Source: an optimization exercise on an open RTL-to-GDS flow (aim: small area, a short achievable clock period and few clock cycles per item). Production flows keep margins and buffers that such runs may drop.
Where RTL was checked, it was by simulation tests only, not by an equivalence proof against the original.
Power figures rest on the tool's default switching activity, not on a simulated workload.

lane 1:
Design multiplier, start of the top module:
module multiplier(
    input clk,
    input logic valid_in,
    input logic[31:0] a,
    input logic[31:0] b,
    output logic valid_out,
    output logic[63:0] r
);
    wire one1;
    wire two2;
    wire neg3;
    wire bx4;
    wire bx5;
    wire bx6;
    wire bx7;
    wire bx8;
    wire bx9;
    wire bx10;
    wire bx11;
    wire bx12;
    wire bx13;
    wire bx14;
    wire bx15;
    wire bx16;
    wire bx17;
    wire bx18;
    wire bx19;
    wire bx20;
    wire bx21;
    wire bx22;
    wire bx23;
    wire bx24;
    wire bx25;
    wire bx26;
    wire bx27;
    wire bx28;
    wire bx29;
    wire bx30;
    wire bx31;
    wire bx32;
    wire bx33;
    wire bx34;
    wire bx35;
    wire bx36;
    wire p37;
    wire p38;
    wire p39;
    wire p40;
    wire p41;
    wire p42;
    wire p43;
    wire p44;
    wire p45;
    wire p46;
    wire p47;
    wire p48;
    wire p49;
    wire p50;
    wire p51;
    wire p52;
    wire p53;
    wire p54;
    wire p55;
    wire p56;
    wire p57;
    wire p58;
    wire p59;
    wire p60;
    wire p61;
    wire p62;
    wire p63;
    wire p64;
    wire p65;
    wire p66;
    wire p67;
    wire p68;
    wire p69;
    wire ns70;
    wire one71;
    wire two72;
    wire neg73;
    wire bx74;
    wire bx75;
    wire bx76;
    wire bx77;
    wire bx78;
    wire bx79;
    wire bx80;
    wire bx81;
    wire bx82;
    wire bx83;
    wire bx84;
    wire bx85;
    wire bx86;
    wire bx87;
    wire bx88;
    wire bx89;
    wire bx90;
    wire bx91;
    wire bx92;
    wire bx93;
    wire bx94;
    wire bx95;
    wire bx96;
    wire bx97;
    wire bx98;
    wire bx99;
    wire bx100;
    wire bx101;
    wire bx102;
    wire bx103;
    wire bx104;
    wire bx105;
    wire bx106;
    wire p107;
    wire p108;
    wire p109;
    wire p110;
    wire p111;
    wire p112;
    wire p113;
    wire p114;
    wire p115;
    wire p116;
    wire p117;
    wire p118;
    wire p119;
    wire p120;
    wire p121;
    wire p122;
  ...
export LEC_CHECK = 0
export ABC_AREA = 1
export CAP_MARGIN = 20
export CORE_MARGIN = 2
export CORE_UTILIZATION = 60
export SETUP_SLACK_MARGIN = 2.0
export SLEW_MARGIN = 20
create_clock -name core_clock -period 8.0 [get_ports {clk}]
standard.sh (not shown) runs the stock make flow with config.mk's settings and CLKGATE_MAP_FILE= SYNTH_SCRIPT=/design/flow/synth_recipe.tcl, a recipe that flattens the netlist after the stock synthesis.
==> flow/flow/run.sh <==
#!/bin/bash
# The standard layout, with Yosys's generic abc pass in synth's fine stage
# skipped (SYNTH_ARGS=-noabc) so that extract_fa maps the RTL's carry-save
# full adders to adder cells without inverters between them. Everything else,
# including the final abc mapping, is the standard flow.
set -euo pipefail
cd "$(dirname "$0")/.."
bash standard.sh SYNTH_ARGS=-noabc finish > standard_make.log 2>&1
Lane 1 reached the final stage; the timing, DRC and antenna checks on its layout passed.
Testbench counts of lane 1, summed over its fixed seeds: cycles 16,000, items 16,000.
Input changes introduced in lane 2 (baseline for comparison: lane 1):
==> flow/flow/run.sh <==
#!/bin/bash
# The standard layout, with two changes to how it is made:
# - Yosys's generic abc pass in synth's fine stage is skipped (SYNTH_ARGS=-noabc)
#   so that extract_fa maps the RTL's carry-save full adders to adder cells
#   without inverters between them; the final abc mapping is unchanged.
# - every input and output port is still buffered, but with sky130_fd_sc_hd__buf_2
#   instead of the slow delay buffer buffer_ports picks by default.
set -euo pipefail
cd "$(dirname "$0")/.."
bash standard.sh SYNTH_ARGS=-noabc "BUFFER_PORTS_ARGS=-buffer_cell sky130_fd_sc_hd__buf_2" finish > standard_make.log 2>&1
--- a/flow/config.mk
+++ b/flow/config.mk
@@ -8 +8 @@
-export ABC_AREA = 1
+export ABC_CLOCK_PERIOD_IN_PS = 3000
[summary]
Total power | lane 2 below lane 1
Relative to lane 1, the largest fanout on the critical path of lane 2 is higher by 11.
Compared with lane 1, lane 2 shows a final period demand of the worst path that is 0.0044 ns higher.
Between lane 1 and lane 2, the flow reports via count decreasing by more than 10%.
Of lane 2 and lane 1, lane 2 shows the lower multi-input logic area, with lane 1 above it.
Comparing lane 2 with lane 1, the share of the clock period used by the worst path after layout came out essentially unchanged.
Modified inputs, lane 3 compared to lane 2
==> flow/flow/run.sh <==
#!/bin/bash
# The standard layout, with Yosys's generic abc pass in synth's fine stage
# skipped (SYNTH_ARGS=-noabc) so that extract_fa maps the RTL's carry-save
# full adders to adder cells without inverters between them. Everything else,
# including the final abc mapping, is the standard flow.
set -euo pipefail
cd "$(dirname "$0")/.."
bash standard.sh SYNTH_ARGS=-noabc finish > standard_make.log 2>&1
--- a/flow/config.mk
+++ b/flow/config.mk
@@ -12 +12 @@
-export SETUP_SLACK_MARGIN = 2.0
+export SETUP_SLACK_MARGIN = 2.5
@@ -13,0 +14 @@
+export TNS_END_PERCENT = 0
==> comparison <==
Lane 3 was carried through to the last stage, and its layout satisfied the timing, DRC and antenna checks.
Changes observed in lane 3 relative to lane 2: number of ordinary inverters in the final layout climbed 11, logic gate share of total power climbed 0.9 points.
On lane 3: arrival time of the worst setup path is 0.09 ns lower than what lane 2 gave.
[lane 3 vs lane 2] combined area of the multi-input logic cells: higher in lane 3
There was hardly any difference in detailed-route vias per instance between lane 3 and lane 2.
Per the comparison of lane 3 with lane 2, worst-case hold slack increased by 0.16 ns relative to the old numbers, fraction of layout instances using a drive strength above 1 increased by 4.9 points relative to the old numbers.
Clock-buffer cell count delta for lane 3 relative to lane 2: 1 lower
From lane 2 to lane 3 the numbers moved as follows: shortest period the worst path allows dropped 0.10 ns; proportion of power drawn by the clock network held steady.
Setup changes, lane 3 to lane 4
==> flow/flow/run.sh <==
#!/bin/bash
# The standard layout, with two changes to how it is made:
# - Yosys's generic abc pass in synth's fine stage is skipped (SYNTH_ARGS=-noabc)
#   so that extract_fa maps the RTL's carry-save full adders to adder cells
#   without inverters between them; the final abc mapping is unchanged.
# - every input and output port is still buffered, but with sky130_fd_sc_hd__buf_4
#   instead of the slow delay buffer buffer_ports picks by default.
set -euo pipefail
cd "$(dirname "$0")/.."
bash standard.sh SYNTH_ARGS=-noabc "BUFFER_PORTS_ARGS=-buffer_cell sky130_fd_sc_hd__buf_4" finish > standard_make.log 2>&1
--- a/flow/config.mk
+++ b/flow/config.mk
@@ -11 +11 @@
-export CORE_UTILIZATION = 60
+export CORE_UTILIZATION = 70
@@ -14 +13,0 @@
-export TNS_END_PERCENT = 0
[summary]
[compare] base=lane 3 new=lane 4: leakage power figure shows a reduction of about 3.7%, layout-stage area growth over the synthesis result shows a reduction of 4.4 points, total power shows a reduction of about 1.7%. Relative to lane 3, the final cell area reported for lane 4 is lower. Lane 3 vs lane 4, standard cell with the maximum stage delay on the critical path: dlygate4sd2_1 vs fa_1. Endpoint of the worst setup timing path: yr[37] -> lane 4, yr[30] -> lane 3.
Changes in lane 5 relative to lane 4:
--- a/flow/config.mk
+++ b/flow/config.mk
@@ -11,2 +11,2 @@
-export CORE_UTILIZATION = 70
-export SETUP_SLACK_MARGIN = 2.5
+export CORE_UTILIZATION = 60
+export SETUP_SLACK_MARGIN = 2.0
### Flow results
From lane 4 to lane 5 the numbers moved as follows: first-pass GRT wire length now sits lower, final cycle utilization of the critical path climbed 3.6 points, via count of the first global-routing pass fell 7.1%. Going from lane 4 to lane 5, routed length on met2 down about 2.8%; share of total power in combinational logic down 0.6 points. The total power divided by cell area reported for lane 5 is greater than that of lane 4 by 1.1%. Number of buffers and inverters on the critical path came out higher on lane 5 than on lane 4. Lane 5 vs lane 4: clock share of power up in lane 5.

multiplier, a different RTL version from the one above (not shown whole).
Size: ~2,700 cells after synthesis, ~110 flip-flops, ~130 I/O pins.
clock: 8.0 ns
lec_check: 0
abc_clock_period_in_ps: 3000
cap_margin: 20
core_margin: 2
core_utilization: 60
setup_slack_margin: 2.65
slew_margin: 20
==> flow/flow/run.sh <==
#!/bin/bash
# The standard layout, with two changes to how it is made:
# - Yosys's generic abc pass in synth's fine stage is skipped (SYNTH_ARGS=-noabc)
#   so that extract_fa maps the RTL's carry-save full adders to adder cells
#   without inverters between them; the final abc mapping is unchanged.
# - every input and output port is still buffered, but with sky130_fd_sc_hd__buf_4
#   instead of the slow delay buffer buffer_ports picks by default.
set -euo pipefail
cd "$(dirname "$0")/.."
bash standard.sh SYNTH_ARGS=-noabc "BUFFER_PORTS_ARGS=-buffer_cell sky130_fd_sc_hd__buf_4" finish > standard_make.log 2>&1
Then changed:
Settings changed: GPL_ROUTABILITY_DRIVEN set to 0, SETUP_SLACK_MARGIN 2.65 to 2.5.
Effect:
- core utilization came out lower by 3.5 points
- synthesized cell count is unchanged
- final area goes down by 4.9%
- wire length came out lower by 5.0%
- setup slack loses 100 ps
- area after synthesis does not change
Then changed:
Settings changed: CAP_MARGIN 20 to 0, GPL_ROUTABILITY_DRIVEN 0 to unset, SLEW_MARGIN 20 to 0.
Outcome: The changed run went through all stages and came out clean; wire length came out higher slightly; sequential share of layout area stays flat; power hardly moves; worst hold slack improves by 36 ps; sequential power stays flat; clock-buffer cell count stays the same; synthesized cell count is unchanged; die area stays the same; final cell count is about the same.
Then changed:
Settings changed: CAP_MARGIN 0 to 20, SLEW_MARGIN 0 to 20.
Outcome: Cell area is unchanged. Global-route usage does not change. Routed wire length is unchanged. Area after synthesis is unchanged.
No run of this note included a check of the RTL's function; only the layout flow was run.

Setup of run A:
multiplier with an RTL version that a note above also has.
For scale: ~2800 cells after synthesis, ~130 flip-flops, about 130 I/O pins, ~28000 µm² of cells after synthesis.
Design multiplier, start of the top module:
module multiplier(
    input clk,
    input logic valid_in,
    input logic[31:0] a,
    input logic[31:0] b,
    output logic valid_out,
    output logic[63:0] r
);
export LEC_CHECK = 0
export ABC_CLOCK_PERIOD_IN_PS = 3000
export CAP_MARGIN = 20
export CORE_MARGIN = 2
export CORE_UTILIZATION = 50
export SETUP_SLACK_MARGIN = 2.5
export SLEW_MARGIN = 20
create_clock -name core_clock -period 8.0 [get_ports {clk}]
==> flow/flow/run.sh <==
#!/bin/bash
# The standard layout, with Yosys's generic abc pass in synth's fine stage
# skipped (SYNTH_ARGS=-noabc) so that extract_fa maps the RTL's carry-save
# full adders to adder cells without inverters between them. Everything else,
# including the final abc mapping, is the standard flow.
set -euo pipefail
cd "$(dirname "$0")/.."
bash standard.sh SYNTH_ARGS=-noabc finish > standard_make.log 2>&1
Testbench counts of run A, summed over its fixed seeds: cycles 16,000, items 16,000.
Inputs modified between run A and run B:
# run A
export LEC_CHECK = 0
export ABC_CLOCK_PERIOD_IN_PS = 3000
export CAP_MARGIN = 20
export CORE_MARGIN = 2
export CORE_UTILIZATION = 50
export SETUP_SLACK_MARGIN = 2.5
export SLEW_MARGIN = 20
create_clock -name core_clock -period 8.0 [get_ports {clk}]
# run B
export LEC_CHECK = 0
export ABC_CLOCK_PERIOD_IN_PS = 3000
export CAP_MARGIN = 20
export CORE_MARGIN = 2
export CORE_UTILIZATION = 60
export SETUP_SLACK_MARGIN = 2.25
export SLEW_MARGIN = 20
create_clock -name core_clock -period 8.0 [get_ports {clk}]
==> flow/flow/run.sh <==
#!/bin/bash
# The standard layout, with two changes to how it is made:
# - Yosys's generic abc pass in synth's fine stage is skipped (SYNTH_ARGS=-noabc)
#   so that extract_fa maps the RTL's carry-save full adders to adder cells
#   without inverters between them; the final abc mapping is unchanged.
# - every input and output port is still buffered, but with sky130_fd_sc_hd__buf_4
#   instead of the slow delay buffer buffer_ports picks by default.
set -euo pipefail
cd "$(dirname "$0")/.."
bash standard.sh SYNTH_ARGS=-noabc "BUFFER_PORTS_ARGS=-buffer_cell sky130_fd_sc_hd__buf_4" finish > standard_make.log 2>&1
==> run summary <==
Compared to run A, run B reaches a lower achievable clock. Summary of run B over run A: relative max-transition margin now smaller; instance area after placement now smaller. When the final numbers for run B and run A were put side by side, the met2 usage turned out to be smaller in run A. Lower wire length of the first global-routing pass goes to run B over run A. Run B vs. run A: sequential share of layout area went up by 1.3 points. Diff run B..run A | post-synthesis instance total | unchanged. Run A → run B: worst setup slack went down by 0.076 ns; power fell 3.0%.
> inputs changed (run B -> run C)
# run B
export LEC_CHECK = 0
export ABC_CLOCK_PERIOD_IN_PS = 3000
export CAP_MARGIN = 20
export CORE_MARGIN = 2
export CORE_UTILIZATION = 60
export SETUP_SLACK_MARGIN = 2.25
export SLEW_MARGIN = 20
create_clock -name core_clock -period 8.0 [get_ports {clk}]
# run C
export LEC_CHECK = 0
export ABC_CLOCK_PERIOD_IN_PS = 3000
export CAP_MARGIN = 20
export CORE_MARGIN = 2
export CORE_UTILIZATION = 60
export SETUP_SLACK_MARGIN = 2.5
export SLEW_MARGIN = 20
create_clock -name core_clock -period 8.0 [get_ports {clk}]
--- outcome ---
- Run B → run C: count of instances resized after the clock tree is built picked up an extra 31, slew at the pin with the worst max-slew slack decreased 0.057 ns.
- Fraction of met3 tracks used by global routing, run C and run B, higher one = run C.
- Looking at starting DRC count in detailed routing across both flows, run C is the weaker of the two, with run B ahead.
- Between run C and run B, the total global-route track usage is lower for run C.
- Lower routed wire length was reported by run B, not run C.
- [run C vs run B] final total power: lower in run C
- Run B → run C: fraction of final layout cells with drive strength greater than 1 rose 3.2 points; switching share of power fell by 0.46 points.
Inputs modified between run C and run D:
# run C
export LEC_CHECK = 0
export ABC_CLOCK_PERIOD_IN_PS = 3000
export CAP_MARGIN = 20
export CORE_MARGIN = 2
export CORE_UTILIZATION = 60
export SETUP_SLACK_MARGIN = 2.5
export SLEW_MARGIN = 20
create_clock -name core_clock -period 8.0 [get_ports {clk}]
# run D
export LEC_CHECK = 0
export CAP_MARGIN = 20
export CORE_MARGIN = 2
export CORE_UTILIZATION = 60
export SETUP_SLACK_MARGIN = 2.0
export SLEW_MARGIN = 20
create_clock -name core_clock -period 8.0 [get_ports {clk}]
==> flow/flow/run.sh <==
#!/bin/bash
# The standard layout, with Yosys's generic abc pass in synth's fine stage
# skipped (SYNTH_ARGS=-noabc) so that extract_fa maps the RTL's carry-save
# full adders to adder cells without inverters between them. Everything else,
# including the final abc mapping, is the standard flow.
set -euo pipefail
cd "$(dirname "$0")/.."
bash standard.sh SYNTH_ARGS=-noabc finish > standard_make.log 2>&1
==> run summary <==
Run C: all stages complete, timing, DRC and antenna checks passed. Run D finished every step from synthesis to the final layout, and the layout passed the timing, DRC and antenna checks. Comparing run D and run C, signed area change from the synthesized netlist to the final layout is lower on run C. Wire length of the first global-routing pass deteriorates in run D relative to run C. Comparing critical path depth for run D and run C, the smaller number came from run D. Headroom to the max-slew limit delta for run D relative to run C: 17 points lower. On routed metal-1 wire length, run D and run C are basically level. Going from run C to run D, ratio of final minimum period to clock period rose by 6.3 points, sequential share of layout area barely changed, non-clock buffer count moved up, total clock network power went down about 2%.

[separate check: timing with driven ports]
The results above use ideal ports. As a check the final layouts listed here were re-extracted and re-timed, cells and wires unchanged. Step 1 sets driving cells, clkbuf_16 on the clock port and buf_2 on the other inputs (assumed; they add their load-dependent delay and slew). Step 2 adds t to the input delays and takes it off the output delays; t is the mean of the earliest and latest rising clock arrival at the registers after step 1. Input paths then give back, and output paths get back, about the clock's delay inside the block. a / b / c = ideal / step 1 / step 2; a / b = the first two.
run | t, ns | slack for setup (ns) | worst setup path at the end | clock arrival spread, ns
lane 1 | 0.516 | 2.003 / 2.036 / 1.520 | input to register | 0.012 / 0.012
lane 2 | 0.533 | 1.998 / 2.039 / 1.506 | input to register | 0.020 / 0.020
lane 3 | 0.530 | 2.098 / 2.144 / 1.615 | input to register | 0.028 / 0.029
lane 4 | 0.530 | 2.412 / 2.429 / 1.900 | input to register | 0.019 / 0.019
lane 5 | 0.520 | 2.123 / 2.072 / 1.640 | input to register | 0.020 / 0.021
the first run of note 2 | 0.560 | 2.592 / 2.512 / 1.952 | input to register | 0.029 / 0.030
the second run of note 2 | 0.554 | 2.489 / 2.447 / 1.893 | input to register | 0.008 / 0.008
the third run of note 2 | 0.550 | 2.489 / 2.460 / 1.925 | input to register | 0.012 / 0.011
the fourth run of note 2 | 0.550 | 2.489 / 2.460 / 1.925 | input to register | 0.012 / 0.011
run A | 0.552 | 2.380 / 2.418 / 1.866 | input to register | 0.019 / 0.019
run B | 0.530 | 2.305 / 2.339 / 1.809 | input to register | 0.016 / 0.015
run C | 0.535 | 2.489 / 2.530 / 1.995 | input to register | 0.021 / 0.022
run D | 0.530 | 1.982 / 2.013 / 1.483 | input to register | 0.018 / 0.018
After both steps setup and hold are still met in every run listed. For the first run of note 2, which loses most, drivers alone change the setup slack by -0.080 ns; drivers and shift together by -0.640 ns.
